Source: an optimization exercise on an open RTL-to-GDS flow (aim: small area and a short achievable clock period). Production flows keep margins and buffers that such runs may drop.
RTL that was checked went through simulation tests only; none was proved equivalent to the original.
Power is estimated from default activity; no workload was simulated.

==> 12-13: inputs <==
## mips_exu
module mips_exu (
    input  logic        clk,
    input  logic [31:0] a,
    input  logic [31:0] b,
    input  logic [4:0]  sa,
    input  logic [3:0]  af,
    input  logic        i,
    input  logic [1:0]  sf,
    input  logic [3:0]  bf,
    output logic [31:0] alures,
    output logic        ovfalu,
    output logic [31:0] sures,
    output logic        bcres
);
Settings: LEC_CHECK=0, CAP_MARGIN=20, CORE_MARGIN=2, CORE_UTILIZATION=35, SLEW_MARGIN=20, SYNTH_HIERARCHICAL=1; clock period 14.0 ns.
run.sh (not shown) runs the stock make flow with config.mk's settings and CLKGATE_MAP_FILE= SYNTH_SCRIPT=/design/flow/synth_recipe.tcl, a recipe that flattens the netlist after the stock synthesis.
==> 03-23 (differences from 12-13) <==
==> flow/flow/run.sh (new file) <==
#!/bin/bash
# The standard layout, except that the port buffers are plain buffers
# (sky130_fd_sc_hd__buf_1) instead of the delay cells buffer_ports picks
# by default. Every port still gets its own buffer.
set -euo pipefail
cd "$(dirname "$0")/.."
export BUFFER_PORTS_ARGS="-buffer_cell sky130_fd_sc_hd__buf_1"
bash standard.sh BUFFER_PORTS_ARGS="$BUFFER_PORTS_ARGS" finish > standard_flow.log 2>&1
==> flow/standard.sh (new file) <==
#!/bin/bash
# synth_recipe.tcl (not shown) runs the flow's synth.tcl, then flattens the netlist and writes it again
# the make line also repeats each setting of config.mk as NAME=value (left out here)
make -C /OpenROAD-flow-scripts/flow DESIGN_CONFIG=/design/flow/config.mk WORK_HOME=/design/flow/orfs CLKGATE_MAP_FILE= SYNTH_SCRIPT=/design/flow/synth_recipe.tcl "${@:-finish}"
removed: flow/run.sh
==> qor summary <==
Run status: 03-23 finished clean; 12-13 finished clean
Reg-to-reg setup timing slack: 03-23 10.48 ns; 12-13 10.45 ns
Wire length the detailed router placed on met1: 03-23 10700 microns; 12-13 10700 microns
Worst Hold Endpoint: 03-23 alures[28]; 12-13 alures[31]
Part of the power in the clock network: 03-23 0.348; 12-13 0.321
Net switching share of the total power: 03-23 0.329; 12-13 0.311
Routing usage on met1: 03-23 0.292; 12-13 0.293
Global placer's final weighted congestion: 03-23 0.955; 12-13 0.914
Global-route usage over all layers: 03-23 0.211; 12-13 0.213
Reg-to-Reg End: 03-23 ovfalu; 12-13 sures[31]
Crit path setup slack, layout: 03-23 10.26 ns; 12-13 9.87 ns
VDD IR-drop max: 03-23 75.7 uV; 12-13 69.2 uV
GRT met2 Usage: 03-23 0.321; 12-13 0.324
Startpoint of the most critical register-to-register path: 03-23 a_q[2]; 12-13 sa_q[0]
Global routing usage on met3: 03-23 0.0527; 12-13 0.0509
Origin of the worst min-delay path: 03-23 b_q[12]; 12-13 b_q[15]
TritonRoute pass-1 iters: 03-23 13; 12-13 12
Via count of the first global-routing pass: 03-23 6626; 12-13 6753
Peak clock frequency supported by timing: 03-23 0.268 GHz; 12-13 0.242 GHz
Worst R2R Path Depth: 03-23 15; 12-13 12
Post-route cell area: 03-23 0.00905 sq mm; 12-13 0.00994 sq mm
Clock net power: 03-23 477 uW; 12-13 460 uW
Wire per inst: 03-23 19.2 microns; 12-13 19.3 microns
FILL cells: 03-23 2145; 12-13 2055
Placed Area: 03-23 0.00843 sq mm; 12-13 0.00934 sq mm
Post-DR vias/cell: 03-23 5.66; 12-13 5.66
Final wirelength: 03-23 24200 microns; 12-13 24300 microns


==> inputs of job 7966 <==
mips_exu, a different RTL version from the one above (not shown whole).
export LEC_CHECK = 0
export CAP_MARGIN = 20
export CELL_PAD_IN_SITES_DETAIL_PLACEMENT = 1
export CORE_MARGIN = 2
export CORE_UTILIZATION = 35
export SLEW_MARGIN = 20
export SYNTH_HIERARCHICAL = 1
create_clock -name core_clock -period 14.0 [get_ports {clk}]
standard.sh (not shown) runs the stock make flow with config.mk's settings and CLKGATE_MAP_FILE= SYNTH_SCRIPT=/design/flow/synth_recipe.tcl, a recipe that flattens the netlist after the stock synthesis.
==> flow/flow/run.sh <==
#!/bin/bash
# The standard layout (standard.sh), except that
# - the port buffers are plain buffers (sky130_fd_sc_hd__buf_1) instead of the
#   delay cells buffer_ports picks by default; every port still gets its own
#   buffer;
# - the clock tree uses clkbuf_8 below a clkbuf_16 root, without dummy loads.
# Its output goes to standard_flow.log here, and ORFS's per-step logs to
# orfs/logs/.
set -euo pipefail
cd "$(dirname "$0")/.."
BUF="-buffer_cell sky130_fd_sc_hd__buf_1"
CTS="-sink_clustering_enable -repair_clock_nets -buf_list sky130_fd_sc_hd__clkbuf_8 -root_buf sky130_fd_sc_hd__clkbuf_16 -dont_use_dummy_load"
export BUFFER_PORTS_ARGS="$BUF" CTS_ARGS="$CTS"
bash standard.sh BUFFER_PORTS_ARGS="$BUF" CTS_ARGS="$CTS" finish > standard_flow.log 2>&1
==> job 4459 (differences from job 7966) <==
--- a/flow/design.v
+++ b/flow/design.v
@@ -1043,169 +1043,169 @@
 exu_g_inv u36 (.y(n35), .a(T023));
 exu_g_inv u38 (.y(n37), .a(T023));
 exu_g_inv u40 (.y(n39), .a(n21));
 exu_g_inv u42 (.y(n41), .a(n21));
 exu_g_inv u44 (.y(n43), .a(U1n24));
 exu_g_inv u46 (.y(n45), .a(U1n24));
 exu_g_xor2 u47 (.y(x[0]), .a(a[0]), .b(b[0]));
-exu_g_mux2i u49 (.y(n48), .a0(n35), .a1(n39), .s(b[0]));
+exu_g_mux2i u49 (.y(n48), .a0(n35), .a1(n39), .s(a[0]));
 exu_g_mux2i u51 (.y(n50), .a0(n48), .a1(n43), .s(x[0]));
 exu_bit0 u53 (.a0(a[0]), .b0(b[0]), .af(af), .G0n(G0n52));
 exu_g_xor2 u54 (.y(x[1]), .a(a[1]), .b(b[1]));
-exu_g_mux2i u56 (.y(n55), .a0(n35), .a1(n39), .s(b[1]));
+exu_g_mux2i u56 (.y(n55), .a0(n35), .a1(n39), .s(a[1]));
 exu_g_mux2i u58 (.y(n57), .a0(n55), .a1(n43), .s(x[1]));
 exu_g_xor2 u60 (.y(n59), .a(x[1]), .b(n1));
 exu_g_nand3 u62 (.y(n61), .a(a[1]), .b(n59), .c(n11));
 exu_g_xor2 u63 (.y(x[2]), .a(a[2]), .b(b[2]));
-exu_g_mux2i u65 (.y(n64), .a0(n35), .a1(n39), .s(b[2]));
+exu_g_mux2i u65 (.y(n64), .a0(n35), .a1(n39), .s(a[2]));
 exu_g_mux2i u67 (.y(n66), .a0(n64), .a1(n43), .s(x[2]));
 exu_g_xor2 u69 (.y(n68), .a(x[2]), .b(n1));
 exu_g_nand3 u71 (.y(n70), .a(a[2]), .b(n68), .c(n11));
 exu_g_xor2 u72 (.y(x[3]), .a(a[3]), .b(b[3]));
-exu_g_mux2i u74 (.y(n73), .a0(n35), .a1(n39), .s(b[3]));
+exu_g_mux2i u74 (.y(n73), .a0(n35), .a1(n39), .s(a[3]));
 exu_g_mux2i u76 (.y(n75), .a0(n73), .a1(n43), .s(x[3]));
 exu_g_xor2 u78 (.y(n77), .a(x[3]), .b(n1));
 exu_g_nand3 u80 (.y(n79), .a(a[3]), .b(n77), .c(n11));
 exu_g_xor2 u81 (.y(x[4]), .a(a[4]), .b(b[4]));
-exu_g_mux2i u83 (.y(n82), .a0(n35), .a1(n39), .s(b[4]));
+exu_g_mux2i u83 (.y(n82), .a0(n35), .a1(n39), .s(a[4]));
 exu_g_mux2i u85 (.y(n84), .a0(n82), .a1(n43), .s(x[4]));
 exu_g_xor2 u87 (.y(n86), .a(x[4]), .b(n1));
 exu_g_nand3 u89 (.y(n88), .a(a[4]), .b(n86), .c(n11));
 exu_g_xor2 u90 (.y(x[5]), .a(a[5]), .b(b[5]));
-exu_g_mux2i u92 (.y(n91), .a0(n35), .a1(n39), .s(b[5]));
+exu_g_mux2i u92 (.y(n91), .a0(n35), .a1(n39), .s(a[5]));
 exu_g_mux2i u94 (.y(n93), .a0(n91), .a1(n43), .s(x[5]));
 exu_g_xor2 u96 (.y(n95), .a(x[5]), .b(n1));
 exu_g_nand3 u98 (.y(n97), .a(a[5]), .b(n95), .c(n11));
 exu_g_xor2 u99 (.y(x[6]), .a(a[6]), .b(b[6]));
-exu_g_mux2i u101 (.y(n100), .a0(n35), .a1(n39), .s(b[6]));
+exu_g_mux2i u101 (.y(n100), .a0(n35), .a1(n39), .s(a[6]));
 exu_g_mux2i u103 (.y(n102), .a0(n100), .a1(n43), .s(x[6]));
 exu_g_xor2 u105 (.y(n104), .a(x[6]), .b(n1));
 exu_g_nand3 u107 (.y(n106), .a(a[6]), .b(n104), .c(n11));
 exu_g_xor2 u108 (.y(x[7]), .a(a[7]), .b(b[7]));
-exu_g_mux2i u110 (.y(n109), .a0(n35), .a1(n39), .s(b[7]));
+exu_g_mux2i u110 (.y(n109), .a0(n35), .a1(n39), .s(a[7]));
 exu_g_mux2i u112 (.y(n111), .a0(n109), .a1(n43), .s(x[7]));
 exu_g_xor2 u114 (.y(n113), .a(x[7]), .b(n1));
 exu_g_nand3 u116 (.y(n115), .a(a[7]), .b(n113), .c(n11));
 exu_g_xor2 u117 (.y(x[8]), .a(a[8]), .b(b[8]));
-exu_g_mux2i u119 (.y(n118), .a0(n35), .a1(n39), .s(b[8]));
+exu_g_mux2i u119 (.y(n118), .a0(n35), .a1(n39), .s(a[8]));
 exu_g_mux2i u121 (.y(n120), .a0(n118), .a1(n43), .s(x[8]));
 exu_g_xor2 u123 (.y(n122), .a(x[8]), .b(n1));
 exu_g_nand3 u125 (.y(n124), .a(a[8]), .b(n122), .c(n11));
 exu_g_xor2 u126 (.y(x[9]), .a(a[9]), .b(b[9]));
-exu_g_mux2i u128 (.y(n127), .a0(n35), .a1(n39), .s(b[9]));
+exu_g_mux2i u128 (.y(n127), .a0(n35), .a1(n39), .s(a[9]));
 exu_g_mux2i u130 (.y(n129), .a0(n127), .a1(n43), .s(x[9]));
 exu_g_xor2 u132 (.y(n131), .a(x[9]), .b(n3));
 exu_g_nand3 u134 (.y(n133), .a(a[9]), .b(n131), .c(n13));
 exu_g_xor2 u135 (.y(x[10]), .a(a[10]), .b(b[10]));
-exu_g_mux2i u137 (.y(n136), .a0(n35), .a1(n39), .s(b[10]));
+exu_g_mux2i u137 (.y(n136), .a0(n35), .a1(n39), .s(a[10]));
 exu_g_mux2i u139 (.y(n138), .a0(n136), .a1(n43), .s(x[10]));
 exu_g_xor2 u141 (.y(n140), .a(x[10]), .b(n3));
 exu_g_nand3 u143 (.y(n142), .a(a[10]), .b(n140), .c(n13));
 exu_g_xor2 u144 (.y(x[11]), .a(a[11]), .b(b[11]));
-exu_g_mux2i u146 (.y(n145), .a0(n35), .a1(n39), .s(b[11]));
+exu_g_mux2i u146 (.y(n145), .a0(n35), .a1(n39), .s(a[11]));
 exu_g_mux2i u148 (.y(n147), .a0(n145), .a1(n43), .s(x[11]));
 exu_g_xor2 u150 (.y(n149), .a(x[11]), .b(n3));
 exu_g_nand3 u152 (.y(n151), .a(a[11]), .b(n149), .c(n13));
 exu_g_xor2 u153 (.y(x[12]), .a(a[12]), .b(b[12]));
-exu_g_mux2i u155 (.y(n154), .a0(n35), .a1(n39), .s(b[12]));
+exu_g_mux2i u155 (.y(n154), .a0(n35), .a1(n39), .s(a[12]));
 exu_g_mux2i u157 (.y(n156), .a0(n154), .a1(n43), .s(x[12]));
 exu_g_xor2 u159 (.y(n158), .a(x[12]), .b(n3));
 exu_g_nand3 u161 (.y(n160), .a(a[12]), .b(n158), .c(n13));
 exu_g_xor2 u162 (.y(x[13]), .a(a[13]), .b(b[13]));
-exu_g_mux2i u164 (.y(n163), .a0(n35), .a1(n39), .s(b[13]));
+exu_g_mux2i u164 (.y(n163), .a0(n35), .a1(n39), .s(a[13]));
 exu_g_mux2i u166 (.y(n165), .a0(n163), .a1(n43), .s(x[13]));
 exu_g_xor2 u168 (.y(n167), .a(x[13]), .b(n3));
 exu_g_nand3 u170 (.y(n169), .a(a[13]), .b(n167), .c(n13));
 exu_g_xor2 u171 (.y(x[14]), .a(a[14]), .b(b[14]));
-exu_g_mux2i u173 (.y(n172), .a0(n35), .a1(n39), .s(b[14]));
+exu_g_mux2i u173 (.y(n172), .a0(n35), .a1(n39), .s(a[14]));
 exu_g_mux2i u175 (.y(n174), .a0(n172), .a1(n43), .s(x[14]));
 exu_g_xor2 u177 (.y(n176), .a(x[14]), .b(n3));
 exu_g_nand3 u179 (.y(n178), .a(a[14]), .b(n176), .c(n13));
 exu_g_xor2 u180 (.y(x[15]), .a(a[15]), .b(b[15]));
-exu_g_mux2i u182 (.y(n181), .a0(n35), .a1(n39), .s(b[15]));
+exu_g_mux2i u182 (.y(n181), .a0(n35), .a1(n39), .s(a[15]));
 exu_g_mux2i u184 (.y(n183), .a0(n181), .a1(n43), .s(x[15]));
 exu_g_xor2 u186 (.y(n185), .a(x[15]), .b(n3));
 exu_g_nand3 u188 (.y(n187), .a(a[15]), .b(n185), .c(n13));
 exu_g_xor2 u189 (.y(x[16]), .a(a[16]), .b(b[16]));
-exu_g_mux2i u191 (.y(n190), .a0(n37), .a1(n41), .s(b[16]));
+exu_g_mux2i u191 (.y(n190), .a0(n37), .a1(n41), .s(a[16]));
 exu_g_mux2i u193 (.y(n192), .a0(n190), .a1(n45), .s(x[16]));
 exu_g_xor2 u195 (.y(n194), .a(x[16]), .b(n3));
 exu_g_nand3 u197 (.y(n196), .a(a[16]), .b(n194), .c(n13));
 exu_g_xor2 u198 (.y(x[17]), .a(a[17]), .b(b[17]));
-exu_g_mux2i u200 (.y(n199), .a0(n37), .a1(n41), .s(b[17]));
+exu_g_mux2i u200 (.y(n199), .a0(n37), .a1(n41), .s(a[17]));
 exu_g_mux2i u202 (.y(n201), .a0(n199), .a1(n45), .s(x[17]));
 exu_g_xor2 u204 (.y(n203), .a(x[17]), .b(n5));
 exu_g_nand3 u206 (.y(n205), .a(a[17]), .b(n203), .c(n15));
 exu_g_xor2 u207 (.y(x[18]), .a(a[18]), .b(b[18]));
-exu_g_mux2i u209 (.y(n208), .a0(n37), .a1(n41), .s(b[18]));
+exu_g_mux2i u209 (.y(n208), .a0(n37), .a1(n41), .s(a[18]));
 exu_g_mux2i u211 (.y(n210), .a0(n208), .a1(n45), .s(x[18]));
 exu_g_xor2 u213 (.y(n212), .a(x[18]), .b(n5));
 exu_g_nand3 u215 (.y(n214), .a(a[18]), .b(n212), .c(n15));
 exu_g_xor2 u216 (.y(x[19]), .a(a[19]), .b(b[19]));
-exu_g_mux2i u218 (.y(n217), .a0(n37), .a1(n41), .s(b[19]));
+exu_g_mux2i u218 (.y(n217), .a0(n37), .a1(n41), .s(a[19]));
 exu_g_mux2i u220 (.y(n219), .a0(n217), .a1(n45), .s(x[19]));
 exu_g_xor2 u222 (.y(n221), .a(x[19]), .b(n5));
 exu_g_nand3 u224 (.y(n223), .a(a[19]), .b(n221), .c(n15));
 exu_g_xor2 u225 (.y(x[20]), .a(a[20]), .b(b[20]));
-exu_g_mux2i u227 (.y(n226), .a0(n37), .a1(n41), .s(b[20]));
+exu_g_mux2i u227 (.y(n226), .a0(n37), .a1(n41), .s(a[20]));
 exu_g_mux2i u229 (.y(n228), .a0(n226), .a1(n45), .s(x[20]));
 exu_g_xor2 u231 (.y(n230), .a(x[20]), .b(n5));
 exu_g_nand3 u233 (.y(n232), .a(a[20]), .b(n230), .c(n15));
 exu_g_xor2 u234 (.y(x[21]), .a(a[21]), .b(b[21]));
-exu_g_mux2i u236 (.y(n235), .a0(n37), .a1(n41), .s(b[21]));
+exu_g_mux2i u236 (.y(n235), .a0(n37), .a1(n41), .s(a[21]));
 exu_g_mux2i u238 (.y(n237), .a0(n235), .a1(n45), .s(x[21]));
 exu_g_xor2 u240 (.y(n239), .a(x[21]), .b(n5));
 exu_g_nand3 u242 (.y(n241), .a(a[21]), .b(n239), .c(n15));
 exu_g_xor2 u243 (.y(x[22]), .a(a[22]), .b(b[22]));
-exu_g_mux2i u245 (.y(n244), .a0(n37), .a1(n41), .s(b[22]));
+exu_g_mux2i u245 (.y(n244), .a0(n37), .a1(n41), .s(a[22]));
 exu_g_mux2i u247 (.y(n246), .a0(n244), .a1(n45), .s(x[22]));
 exu_g_xor2 u249 (.y(n248), .a(x[22]), .b(n5));
 exu_g_nand3 u251 (.y(n250), .a(a[22]), .b(n248), .c(n15));
 exu_g_xor2 u252 (.y(x[23]), .a(a[23]), .b(b[23]));
-exu_g_mux2i u254 (.y(n253), .a0(n37), .a1(n41), .s(b[23]));
+exu_g_mux2i u254 (.y(n253), .a0(n37), .a1(n41), .s(a[23]));
 exu_g_mux2i u256 (.y(n255), .a0(n253), .a1(n45), .s(x[23]));
 exu_g_xor2 u258 (.y(n257), .a(x[23]), .b(n5));
 exu_g_nand3 u260 (.y(n259), .a(a[23]), .b(n257), .c(n15));
 exu_g_xor2 u261 (.y(x[24]), .a(a[24]), .b(b[24]));
-exu_g_mux2i u263 (.y(n262), .a0(n37), .a1(n41), .s(b[24]));
+exu_g_mux2i u263 (.y(n262), .a0(n37), .a1(n41), .s(a[24]));
 exu_g_mux2i u265 (.y(n264), .a0(n262), .a1(n45), .s(x[24]));
 exu_g_xor2 u267 (.y(n266), .a(x[24]), .b(n5));
 exu_g_nand3 u269 (.y(n268), .a(a[24]), .b(n266), .c(n15));
 exu_g_xor2 u270 (.y(x[25]), .a(a[25]), .b(b[25]));
-exu_g_mux2i u272 (.y(n271), .a0(n37), .a1(n41), .s(b[25]));
+exu_g_mux2i u272 (.y(n271), .a0(n37), .a1(n41), .s(a[25]));
 exu_g_mux2i u274 (.y(n273), .a0(n271), .a1(n45), .s(x[25]));
 exu_g_xor2 u276 (.y(n275), .a(x[25]), .b(n7));
 exu_g_nand3 u278 (.y(n277), .a(a[25]), .b(n275), .c(n17));
 exu_g_xor2 u279 (.y(x[26]), .a(a[26]), .b(b[26]));
-exu_g_mux2i u281 (.y(n280), .a0(n37), .a1(n41), .s(b[26]));
+exu_g_mux2i u281 (.y(n280), .a0(n37), .a1(n41), .s(a[26]));
 exu_g_mux2i u283 (.y(n282), .a0(n280), .a1(n45), .s(x[26]));
 exu_g_xor2 u285 (.y(n284), .a(x[26]), .b(n7));
 exu_g_nand3 u287 (.y(n286), .a(a[26]), .b(n284), .c(n17));
 exu_g_xor2 u288 (.y(x[27]), .a(a[27]), .b(b[27]));
-exu_g_mux2i u290 (.y(n289), .a0(n37), .a1(n41), .s(b[27]));
+exu_g_mux2i u290 (.y(n289), .a0(n37), .a1(n41), .s(a[27]));
 exu_g_mux2i u292 (.y(n291), .a0(n289), .a1(n45), .s(x[27]));
 exu_g_xor2 u294 (.y(n293), .a(x[27]), .b(n7));
 exu_g_nand3 u296 (.y(n295), .a(a[27]), .b(n293), .c(n17));
 exu_g_xor2 u297 (.y(x[28]), .a(a[28]), .b(b[28]));
-exu_g_mux2i u299 (.y(n298), .a0(n37), .a1(n41), .s(b[28]));
+exu_g_mux2i u299 (.y(n298), .a0(n37), .a1(n41), .s(a[28]));
 exu_g_mux2i u301 (.y(n300), .a0(n298), .a1(n45), .s(x[28]));
 exu_g_xor2 u303 (.y(n302), .a(x[28]), .b(n7));
 exu_g_nand3 u305 (.y(n304), .a(a[28]), .b(n302), .c(n17));
 exu_g_xor2 u306 (.y(x[29]), .a(a[29]), .b(b[29]));
-exu_g_mux2i u308 (.y(n307), .a0(n37), .a1(n41), .s(b[29]));
+exu_g_mux2i u308 (.y(n307), .a0(n37), .a1(n41), .s(a[29]));
 exu_g_mux2i u310 (.y(n309), .a0(n307), .a1(n45), .s(x[29]));
 exu_g_xor2 u312 (.y(n311), .a(x[29]), .b(n7));
 exu_g_nand3 u314 (.y(n313), .a(a[29]), .b(n311), .c(n17));
 exu_g_xor2 u315 (.y(x[30]), .a(a[30]), .b(b[30]));
-exu_g_mux2i u317 (.y(n316), .a0(n37), .a1(n41), .s(b[30]));
+exu_g_mux2i u317 (.y(n316), .a0(n37), .a1(n41), .s(a[30]));
 exu_g_mux2i u319 (.y(n318), .a0(n316), .a1(n45), .s(x[30]));
 exu_g_xor2 u321 (.y(n320), .a(x[30]), .b(n7));
 exu_g_nand3 u323 (.y(n322), .a(a[30]), .b(n320), .c(n17));
 exu_g_xor2 u324 (.y(x[31]), .a(a[31]), .b(b[31]));
-exu_g_mux2i u326 (.y(n325), .a0(n37), .a1(n41), .s(b[31]));
+exu_g_mux2i u326 (.y(n325), .a0(n37), .a1(n41), .s(a[31]));
 exu_g_mux2i u328 (.y(n327), .a0(n325), .a1(n45), .s(x[31]));
 exu_g_xor2 u330 (.y(n329), .a(x[31]), .b(n7));
 exu_g_nand3 u332 (.y(n331), .a(a[31]), .b(n329), .c(n17));
 exu_g_o21ai u334 (.y(n333), .a1(n59), .a2(G0n52), .b1(n61));
 exu_g_o21ai u336 (.y(n335), .a1(n77), .a2(n70), .b1(n79));
 exu_g_nor2 u338 (.y(n337), .a(n77), .b(n68));
 exu_g_o21ai u340 (.y(n339), .a1(n95), .a2(n88), .b1(n97));
==> flow/flow/run.sh (replaced) <==
#!/bin/bash
# The standard layout, except that the port buffers are plain buffers
# (sky130_fd_sc_hd__buf_1) instead of the delay cells buffer_ports picks
# by default. Every port still gets its own buffer.
set -euo pipefail
cd "$(dirname "$0")/.."
export BUFFER_PORTS_ARGS="-buffer_cell sky130_fd_sc_hd__buf_1"
bash standard.sh BUFFER_PORTS_ARGS="$BUFFER_PORTS_ARGS" finish > standard_flow.log 2>&1
CELL_PAD_IN_SITES_DETAIL_PLACEMENT = unset   (was 1)
PLACE_DENSITY = 0.5   (was unset)
==> results.cfg <==
[power]
power_frac_seq = 0.440
pg_comb_mw = 0.408

[timing]
skew_ps = 27.5
maxSlewHeadroom = 0.471

[final_layout]
multi_input_area_share = 0.492
drive_gt1_frac = 0.0486
finish.utilization = 0.414

[placement]
dp_hpwl_mm = 18.4

[setup_path]
r2r_setup_slack_ps = 10450
crit_end = alures[27]

[run_status]
status = finished clean

[detailed_routing]
routed_wl_mm = 24.4
# the run above: job 7966

==> results.cfg <==
[final_layout]
finish.utilization = 0.433
drive_gt1_frac = 0.0608

[power]
power_frac_seq = 0.367

[placement]
dp_slack_ps = 10460

[timing]
skew_ps = 7.20
maxSlewHeadroom = 0.457

[run_status]
status = finished clean

[setup_path]
crit_end = alures[29]
r2r_setup_slack_ps = 10460

[detailed_routing]
routed_wl_mm = 24.5
# the run above: job 4459

Only the layout flow was run in job 4459; the RTL was not checked for function there.

static timing again, ports no longer ideal:
In the flow no input, the clock included, has a driving cell. The finished layouts below were timed again as built, in two steps.
Step 1, drivers: a clkbuf_16 drives clk and a buf_2 each remaining input, both assumed.
Step 2 times the ports against the registers' clock, not the clock port: input delays grow and output delays shrink by t, the midpoint of the rising clock arrivals with the driver on.
a / b / c = no drivers / after step 1 / after step 2; a / b = the first two.
| run | shift t [ns] | setup WS [ns] | worst hold slack (ns) | worst data-port slew with drivers (ns) | pins driven straight from the clock port |
|---|---|---|---|---|---|
| 12-13 | 0.468 | 9.871 / 9.822 / 10.290 | 0.492 / 0.492 / 0.492 | 0.05 | 1 |
| 03-23 | 0.465 | 10.262 / 10.214 / 10.478 | 0.502 / 0.502 / 0.502 | 0.05 | 1 |
| job 7966 | 0.412 | 10.321 / 10.277 / 10.447 | 0.522 / 0.522 / 0.522 | 0.06 | 1 |
| job 4459 | 0.465 | 10.295 / 10.249 / 10.461 | 0.492 / 0.492 / 0.492 | 0.05 | 1 |
After both steps every run listed still meets setup and hold.
